Source: an optimization exercise on an open RTL-to-GDS flow (aim: small area). Production flows keep margins and buffers that such runs may drop.
Where RTL was checked, it was by simulation tests only, not by an equivalence proof against the original.
The flow treats the clock pin as an ideal source, which a real chip does not have.

## run A
==> flow/design.v (excerpt) <==
module uart #(
    parameter CLK_FREQ      = 50_000_000    ,
    parameter BAUD_RATE     = 115200        ,
    parameter DATA_WIDTH    = 8             ,
    parameter PARITY        = 2             ,    
    parameter STOP_BIT      = 1                  
)(
    input   logic                   clk             ,
    input   logic                   rst             ,
    input   logic [DATA_WIDTH-1:0]  s_axis_tdata    ,
    input   logic                   s_axis_tvalid   ,
    output  logic                   s_axis_tready   ,
    output  logic [DATA_WIDTH-1:0]  m_axis_tdata    ,
    output  logic                   m_axis_tvalid   ,
    input   logic                   m_axis_tready   ,
    output  logic                   frame_error     ,        
    output  logic                   parity_error    ,        
    input   logic                   rx_wire         ,
    output  logic                   tx_wire         
);
Settings: LEC_CHECK=0, CAP_MARGIN=20, CORE_MARGIN=2, CORE_UTILIZATION=40, SLEW_MARGIN=20; clock period 20.0 ns.
standard.sh (not shown) runs the stock make flow with config.mk's settings and CLKGATE_MAP_FILE= SYNTH_SCRIPT=/design/flow/synth_recipe.tcl, a recipe that flattens the netlist after the stock synthesis.
==> flow/flow/run.sh <==
#!/bin/bash
# Standard layout, with three changes: gates are sized down to their smallest
# variant after floorplan (flow/downsize.tcl), the port buffers are buf_1 cells,
# and the
# clock is distributed by the small tree of flow/cts_tree.tcl instead of
# TritonCTS's H-tree (flow/cts_pre.tcl and flow/cts_post.tcl, hooked around
# the CTS step). Each ORFS step logs to orfs/logs/; make's output goes to
# standard.log.
set -o pipefail
source flow/params.sh
bash standard.sh \
  BUFFER_PORTS_ARGS="-buffer_cell sky130_fd_sc_hd__buf_1" \
  PRE_CTS_TCL="$PWD/flow/cts_pre.tcl" \
  POST_CTS_TCL="$PWD/flow/cts_post.tcl" \
  POST_FLOORPLAN_TCL="$PWD/flow/downsize.tcl" \
  CTS_GROUPS="$CTS_GROUPS" CTS_CELL="$CTS_CELL" CTS_ROOT="$CTS_ROOT" \
  CTS_ARGS="-clk_nets clk -dont_use_dummy_load -buf_list sky130_fd_sc_hd__clkbuf_1" \
  finish > standard.log 2>&1
==> flow/flow/downsize.tcl <==
# After floorplan: Yosys/ABC sizes some gates up for a timing target far
# tighter than this design needs. Give every logic gate the smallest-area
# variant of its own function (same cell name, other drive strength); the
# resizer's repair_design then fixes any slew or capacitance limit this
# breaks. Flip-flops keep their cells. Buffers that ABC added are removed
# first.
remove_buffers
set db [ord::get_db]
set ::downsize_dont_use {}
foreach p $::env(DONT_USE_CELLS) { lappend ::downsize_dont_use $p }
proc is_dont_use {name} {
  foreach p $::downsize_dont_use { if {[string match $p $name]} { return 1 } }
  return 0
}
set swapped 0
foreach inst [[ord::get_db_block] getInsts] {
  set m [$inst getMaster]
  if {[$m getType] ne "CORE"} { continue }
  set name [$m getName]
  if {![regexp {^(sky130_fd_sc_hd__[a-z0-9]+?)_([0-9]+)$} $name -> base size]} { continue }
  if {[regexp {__(s?e?df|dl|clk)} $base]} { continue }
  set best $m
  set best_area [expr {[$m getWidth] * [$m getHeight]}]
  foreach s {0 1 2} {
    set c [$db findMaster ${base}_$s]
    if {$c eq "NULL" || [is_dont_use [$c getName]]} { continue }
    set a [expr {[$c getWidth] * [$c getHeight]}]
    if {$a < $best_area} {
      set best $c
      set best_area $a
    }
  }
  if {$best ne $m} {
    puts "downsize: [$inst getName] $name -> [$best getName]"
    $inst swapMaster $best
    incr swapped
  }
}
puts "downsize: $swapped cells"
Other scripts of this flow, unchanged in this note and not shown: flow/flow/cts_post.tcl, flow/flow/cts_pre.tcl, flow/flow/cts_tree.tcl, flow/flow/params.sh
#### Input delta (run B over run A)
diff --git a/flow/flow/run.sh b/flow/flow/run.sh
--- a/flow/flow/run.sh
+++ b/flow/flow/run.sh
@@ -2 +2,2 @@
-# Standard layout, with three changes: gates are sized down to their smallest
+# Standard layout, with three changes: gates are re-mapped for area and sized
+# down to their smallest
diff --git a/flow/flow/downsize.tcl b/flow/flow/downsize.tcl
--- a/flow/flow/downsize.tcl
+++ b/flow/flow/downsize.tcl
@@ -6 +6,2 @@
-# first.
+# first, and the gates are first re-mapped for area by OpenROAD's restructure
+# (ABC), which leaves the flip-flops alone.
@@ -7,0 +9,6 @@
+set rs_dir $::env(OBJECTS_DIR)/restructure
+file mkdir $rs_dir
+restructure -liberty_file [lindex $::env(LIB_FILES) 0] -target area \
+  -tielo_port [join $::env(TIELO_CELL_AND_PORT) /] \
+  -tiehi_port [join $::env(TIEHI_CELL_AND_PORT) /] \
+  -work_dir $rs_dir -abc_logfile $::env(LOG_DIR)/2_1_restructure_abc.log
For the multi-input gate share of the layout cell area, run B came in 3.7 points lower than run A did. Critical path arrival up 0.39 ns in run B wrt run A. Delta (run B minus run A): routed wire length went down by 0.44%; cell depth of the worst min-delay path has increased; area growth from synthesis to final layout moved down.
### run B -> run C
- SLEW_MARGIN now 0, was 20
- CAP_MARGIN now 0, was 20
- Critical path required time: run C vs run B — no meaningful difference
- Comparing run B against run C, there is no change at all in met2 track demand over resource in global routing.
- Highest achievable clock rate: run B vs run C identical

* * *

Another version of the RTL of uart (not shown whole).
For scale: ~130 cells after synthesis, about 1700 um2 of cells after synthesis.
==> flow/config.mk <==
export PLATFORM = sky130hd
export DESIGN_NAME = uart
export DESIGN_NICKNAME = uart
export VERILOG_FILES = /design/flow/design.v
export SDC_FILE = /design/flow/constraint.sdc
export NUM_CORES = 4
export LEC_CHECK = 0
export CAP_MARGIN = 20
export CORE_MARGIN = 2
export CORE_UTILIZATION = 70
export PLACE_DENSITY = 0.85
export SLEW_MARGIN = 20
==> flow/constraint.sdc <==
create_clock -name core_clock -period 20.0 [get_ports {clk}]
set_input_delay 4.0000 -clock core_clock [delete_from_list [all_inputs] [get_ports {clk}]]
set_output_delay 4.0000 -clock core_clock [all_outputs]
set_load 0.01 [all_outputs]
==> flow/flow/run.sh <==
#!/bin/bash
# Standard layout, with two changes: the port buffers are buf_1 cells, and the
# clock is distributed by a few buffers placed by flow/cts_pre.tcl instead of
# TritonCTS's tree (TritonCTS then finds no net to build). Each ORFS step logs
# to orfs/logs/; make's output goes to standard.log.
set -o pipefail
source flow/params.sh
bash standard.sh \
  BUFFER_PORTS_ARGS="-buffer_cell sky130_fd_sc_hd__buf_1" \
  PRE_CTS_TCL="$PWD/flow/cts_pre.tcl" \
  CTS_GROUPS="$CTS_GROUPS" CTS_CELL="$CTS_CELL" CTS_ROOT="$CTS_ROOT" \
  CTS_ARGS="-clk_nets clk -dont_use_dummy_load -buf_list $CTS_CELL" \
  finish > standard.log 2>&1
==> flow/flow/params.sh <==
CTS_GROUPS=1
CTS_CELL=sky130_fd_sc_hd__clkinv_16
CTS_ROOT=sky130_fd_sc_hd__clkinv_1
Other scripts of this flow, unchanged in this note and not shown: flow/flow/cts_pre.tcl
The first run died in clock tree synthesis.
Edit:
==> flow/flow/params.sh (replaced) <==
CTS_GROUPS=2
CTS_CELL=sky130_fd_sc_hd__clkbuf_8
CTS_ROOT=
Settings changed: PLACE_DENSITY 0.85 to not set.
With this change the flow passed the timing, DRC and antenna checks.
Synthesized area does not change.
Synthesized cell count does not change.
No functional check of the RTL was part of any run of this note.

## re-timing with driven ports
No port has a modelled driver above. Below, the same layouts with a new extraction and two added sets of constraints. Step 1 (the two cells are an assumption about what drives the block):
set clk [get_ports {clk}]
set_driving_cell -lib_cell sky130_fd_sc_hd__clkbuf_16 $clk
set_driving_cell -lib_cell sky130_fd_sc_hd__buf_2 [delete_from_list [all_inputs] $clk]
Step 2 also shifts input and output timing later by t, the mid clock arrival at the registers, as if the neighbouring blocks saw the same clock. Slacks: ideal / step 1 / step 2; pairs: ideal / step 1.
run | shift t [ns] | slack for setup (ns) | hold WS [ns] | worst setup path after step 2 | worst data-port slew with drivers (ns)
run A | 0.170 | 14.445 / 14.413 / 14.583 | 0.376 / 0.376 / 0.376 | register to output | 0.03
run B | 0.171 | 14.064 / 14.032 / 14.203 | 0.387 / 0.387 / 0.387 | register to output | 0.03
run C | 0.171 | 14.064 / 14.032 / 14.203 | 0.387 / 0.387 / 0.387 | register to output | 0.03
the second run of note 2 | 0.426 | 14.220 / 14.195 / 14.621 | 0.394 / 0.394 / 0.394 | register to output | 0.04
After both steps setup and hold are still met in every run listed.
